This is an optimization exercise on Yosys and OpenROAD, whose aim is small area, not a production implementation.
Only simulation tests tie the RTL to the original design; equivalence was not proved.

File: design/flow/design.v
`timescale 1ns/1ps
module counter (
  input 	   clk,
  input 	   rst,
  input 	   en,
  output reg [1:0] data_out
);
   always @ (posedge clk) begin
      if (rst == 1'b1) begin  
	 data_out <= 2'b0;
      end
      else if (en == 1'b1 ) begin  
	 if(data_out != 2'b11)  
	    data_out <= data_out+1'b1;  
      end
   end
endmodule
`timescale 1ns/1ps
module register (
  input		    clk,
  input             en,
  input    [31:0] data_in,   
  output reg [31:0] data_out    
);
always @ (posedge clk)
   if (en == 1'd1)  
     data_out <= data_in;
endmodule
`timescale 1ns / 1ps
module control (
	input 	    clk,
	input 	    rst,
	input 	    data_in_valid,
	input [1:0] cnt_data,
	output 	    cnt_rst, cnt_en,
	output 	    reg_en
);
   reg   state, state_nxt;
   always @ (posedge clk) begin
      if(rst)
	state <= 1'b0;
      else
	state <= state_nxt;
   end
   always @* begin
      state_nxt = state;  
      case (state)
	1'b0:  
	  if(data_in_valid)  
	    state_nxt = 1'b1;
	default:; 
      endcase    
   end 
   assign cnt_rst = data_in_valid;
   assign cnt_en = (state != 1'b0);  
   assign reg_en = data_in_valid | (cnt_data < 2'd3);
endmodule
`timescale 1ns / 1ps
module top (  
	input 	      clk,
	input 	      rst,
	input [7:0]   data_in,
	input 	      data_in_valid,
	output [31:0] data_out,
	output 	      data_out_valid
);
   wire 	      cnt_rst, cnt_en;
   wire [1:0] 	      count;
   wire 	      reg_en;
   wire [31:0] 	      reg_data_in, reg_data_out;
   assign data_out = reg_data_out;
   assign data_out_valid = data_in_valid;
   assign reg_data_in = data_in_valid? data_in : data_in*reg_data_out;
   counter cnt (
	       	.clk(clk),
	       	.rst(cnt_rst),
	       	.en(cnt_en),
	       	.data_out(count)
		);
   register preg (
	       	    .clk(clk),
	       	    .en(reg_en),
	       	    .data_in(reg_data_in),
	       	    .data_out(reg_data_out)
		    );
   control controler (
		      .clk(clk),
		      .rst(rst),
		      .data_in_valid(data_in_valid),
		      .cnt_data(count),
		      .cnt_rst(cnt_rst), 
		      .cnt_en(cnt_en),
		      .reg_en(reg_en)
		      );
endmodule
File: design/flow/run.sh
#!/bin/bash
# synth_recipe.tcl (not shown) runs the flow's synth.tcl, then flattens the netlist and writes it again
# the make line also repeats each setting of config.mk as NAME=value (left out here)
make -C /OpenROAD-flow-scripts/flow DESIGN_CONFIG=/design/flow/config.mk WORK_HOME=/design/flow/orfs CLKGATE_MAP_FILE= SYNTH_SCRIPT=/design/flow/synth_recipe.tcl finish
File: design/flow/config.mk
export PLATFORM = sky130hd
export DESIGN_NAME = top
export DESIGN_NICKNAME = top
export VERILOG_FILES = /design/flow/design.v
export SDC_FILE = /design/flow/constraint.sdc
export NUM_CORES = 4
export LEC_CHECK = 0
export CAP_MARGIN = 20
export CORE_MARGIN = 2
export CORE_UTILIZATION = 40
export PLACE_DENSITY = 0.6
export SLEW_MARGIN = 20
File: design/flow/constraint.sdc
create_clock -name core_clock -period 10.0 [get_ports {clk}]
set_input_delay 2.0000 -clock core_clock [delete_from_list [all_inputs] [get_ports {clk}]]
set_output_delay 2.0000 -clock core_clock [all_outputs]
set_load 0.01 [all_outputs]
==> key figures <==
Outcome
  • Status: timing/DRC/antenna clean

Logic synthesis
  • YS warnings: 3
  • Synthesized instance count: 843
  • Synth async-reset ratio: 0%
  • Top cell type's share of synthesized area: 39.2%
  • Count leader, synth: and2_1
  • Syn avg cell area: ~9.5 sq um
  • Yosys top cell by area: fa_1
  • Number of flops mapped to enable cells by yosys: 32
  • Dominant synthesized flop cell: edfxtp_1
  • Post-synthesis sequential area ratio: between 10% and 20%
  • Seq cells post-synth: 35
  • Post-synth top cells: and2_1 (174), fa_1 (156), inv_1 (138), nand2_1 (75), ha_1 (41)
  • Mapped Nets: 1051
  • Distinct cells, synth: 53
  • Synthesized area: ~0.008 sq mm
  • Synth top area cells: fa_1 (39%), and2_1 (14%), edfxtp_1 (12%)

Routing
  • DRT iter0 DRCs: 273
  • Final antenna-violating net count: 0
  • Drt wl/cell: 16.9 um
  • Via count: ~5800
  • # DRC: 0
  • DR vias/cell: roughly 5.1
  • Total Wirelength: 19200 um
  • 1st-pass router iterations: 4

Final layout
  • Design Area, Final: 0.00882 sq mm
  • Utilization after layout: 45.2%
  • Nets@finish: between 1000 and 1500
  • N_diodes: 0
  • Area grow syn2layout: 10.6%
  • Fill count: 1965
  • Multi-input logic area: about 0.0063 sq mm
  • Reg area: around 0.001 sq mm
  • Share of cells above drive strength 1: 2.98%

Floorplan
  • Die ar.: 0.0211 sq mm
  • Row cnt: 51
  • Chip Width: 145 um
  • Core Region: 0.0195 sq mm
  • Initial Utilization: 40.8%
  • I/O pin cnt: 44
  • Die Y: roughly 150 um

Timing
  • Fin. Hold Viols: 0
  • Clock skew: roughly 0.007 ns
  • Worst-Margin Slew: between 1 and 1.5 ns
  • Final hold slack: about 0.47 ns
  • RSZ-0062 raised after global routing: false
  • Fin Setup TNS: 0 ns
  • Finish-stage setup viols: 0
  • Min Tclk post-route: between 8 and 9 ns
  • Fmax achieved: around 0.12 GHz
  • Slew margin rel.: 25.2%
  • Crit share post-route: between 80% and 90%
  • Final max-slew violation count: 0

Critical path
  • Max Fanout on Critical Path: 28
  • R2r startpoint: preg.data_out[7]
  • Crit Path Class: in2reg
  • Required time of the critical path: 10.04 ns
  • CP startpoint kind: input port
  • R2R depth: 14
  • Critical path arrival: 8.10 ns
  • Worst Setup End Kind: flop
  • Reg2reg setup slack: ~4.3 ns
  • R2r endpoint: preg.data_out[25]

CTS
  • CTS root buffer: clkbuf_16
  • Max Root-Sink Buffers: 2
  • # hold bufs at CTS: 0
  • Post-cts resize count: 0
  • Clock latency on the worst-skew pair: 0.29 ns
  • TritonCTS Sinks: 35
  • Htree depth: 2
  • Postcts setup bufs: 0
  • CTS tree: built
  • Cts bufs inserted: 5
  • Reg clk slew, reported paths: 0.06 ns

Placed design
  • Buffers on Ports: 43
  • RePlAce Congestion: 0.843
  • Area after DPL: 0.00869 sq mm
  • Post-DP HPWL: around 15000 um

Hold path
  • Worst hold endpoint: controler.state
  • WHS Path Cells: 2
  • HP Start: controler.state
  • Hold Path Class: reg2reg

Global routing
  • Largest net degree at the start of global routing: 45
  • Initial antenna violation count: 0
  • GR Util All Layers: 19.5%
  • First-pass GRT wire length: about 33000 um
  • Vias in the first global route: 6062
  • GR Overflow Total: 0

Flow run
  • Max-Cap Viols: 0
==> cells in the final DEF, fill, tap and decap left out, types with 5 or more instances in the layout <==
| cell | count |
|---|---|
| clkbuf_16 | 5 |
| fa_1 | 156 |
| a21oi_1 | 28 |
| edfxtp_1 | 32 |
| nand2_1 | 75 |
| ha_1 | 41 |
| a211oi_1 | 5 |
| clkdlybuf4s50_1 | 43 |
| and2_1 | 174 |
| o21ai_0 | 13 |
| buf_4 | 7 |
| nor3_1 | 5 |
| xor2_1 | 12 |
| o21a_1 | 6 |
| xnor2_1 | 17 |
| inv_1 | 138 |
| nor2_1 | 36 |
| a21o_1 | 6 |
| nor2b_1 | 8 |
==> area by class of cell <==
cell class	count	share of cell area, %
Sequential cell	35	11.6
Clock buffer	5	1.42
Tap cell	265	3.76
Clock inverter	2	0.0993
Inverter	138	5.87
Multi-Input combinational cell	643	71.8
Timing Repair Buffer	50	5.48
==> logic make-up after synthesis <==
kind of cell	Yosys count	share of synthesized area (%)
AOI/OAI and AO/OA	92	7.80
xor gates and xnor gates	30	3.47
adders and majority gates	197	45.6
buffers and inverters	165	7.81
DFF	35	12.8
muxes	8	1.16
and+or+nand+nor	316	21.4
==> state kept, by name, indices dropped and copies added (netlist names) <==
signal	count
controler.state	1
cnt.data_out	2
preg.data_out	32
==> how the worst max path moves through the flow <==
stage               start           endpoint  slack (ns)  depth (start not counted)
3_3_place_gp   data_in[5]  preg.data_out[25]        1.87                         15
4_1_cts        data_in[5]  preg.data_out[25]        2.03                         15
6_report       data_in[5]  preg.data_out[25]        1.93                         15
2_1_floorplan  data_in[4]  preg.data_out[24]        3.41                         17
5_1_grt        data_in[5]  preg.data_out[25]        1.70                         15
3_5_place_dp   data_in[5]  preg.data_out[25]        1.75                         15
==> metrics by stage <==
stage / instances / setup slack [ns]
after floorplan: 843 / 3.41
after global placement: 1131 / 1.87
after detailed placement: 1131 / 1.75
after CTS: 1138 / 2.03
after global routing: 1138 / 1.70
final: 1138 / 1.93
==> metal layers <==
layer  track usage (%)  vias up  part of all wire (%)
met2              31.1       95                    46
met1              28.7     2969                    49
met3              2.17       14                   3.7
met5                 0        -                     0
met4              4.07        0                   1.4
li1                  -     2672                     -
==> critical path, stage by stage <==
cell,delay [ns]
clkdlybuf4s50_1,1.00
and2_1,0.42
fa_1,0.57
fa_1,0.43
fa_1,0.49
inv_1,0.05
fa_1,0.49
inv_1,0.04
ha_1,0.31
a2111oi_0,0.94
a211oi_1,0.32
nor2_1,0.37
o31ai_1,0.14
a31oi_1,0.19
mux2_1,0.34

port drivers added, routing unchanged:
No port has a modelled driver above. Below, the same layout with a new extraction and two added sets of constraints.
Step 1: set_driving_cell puts a clkbuf_16 on clk and a buf_2 on each other input, an assumption about the parent block.
Step 2 times the ports against the registers' clock, not the clock port: input delays grow and output delays shrink by t, the midpoint of the rising clock arrivals with the driver on.
Three values: no drivers, after step 1, after step 2; two values: the first two.
t, ns: 0.325
setup WS [ns]: 1.934 / 1.948 / 1.624
worst hold slack (ns): 0.472 / 0.472 / 0.472
worst setup path at the end: input to register
After both steps setup and hold are still met in this run. The setup slack of this run moves by +0.014 ns with the drivers and by -0.310 ns with both steps.
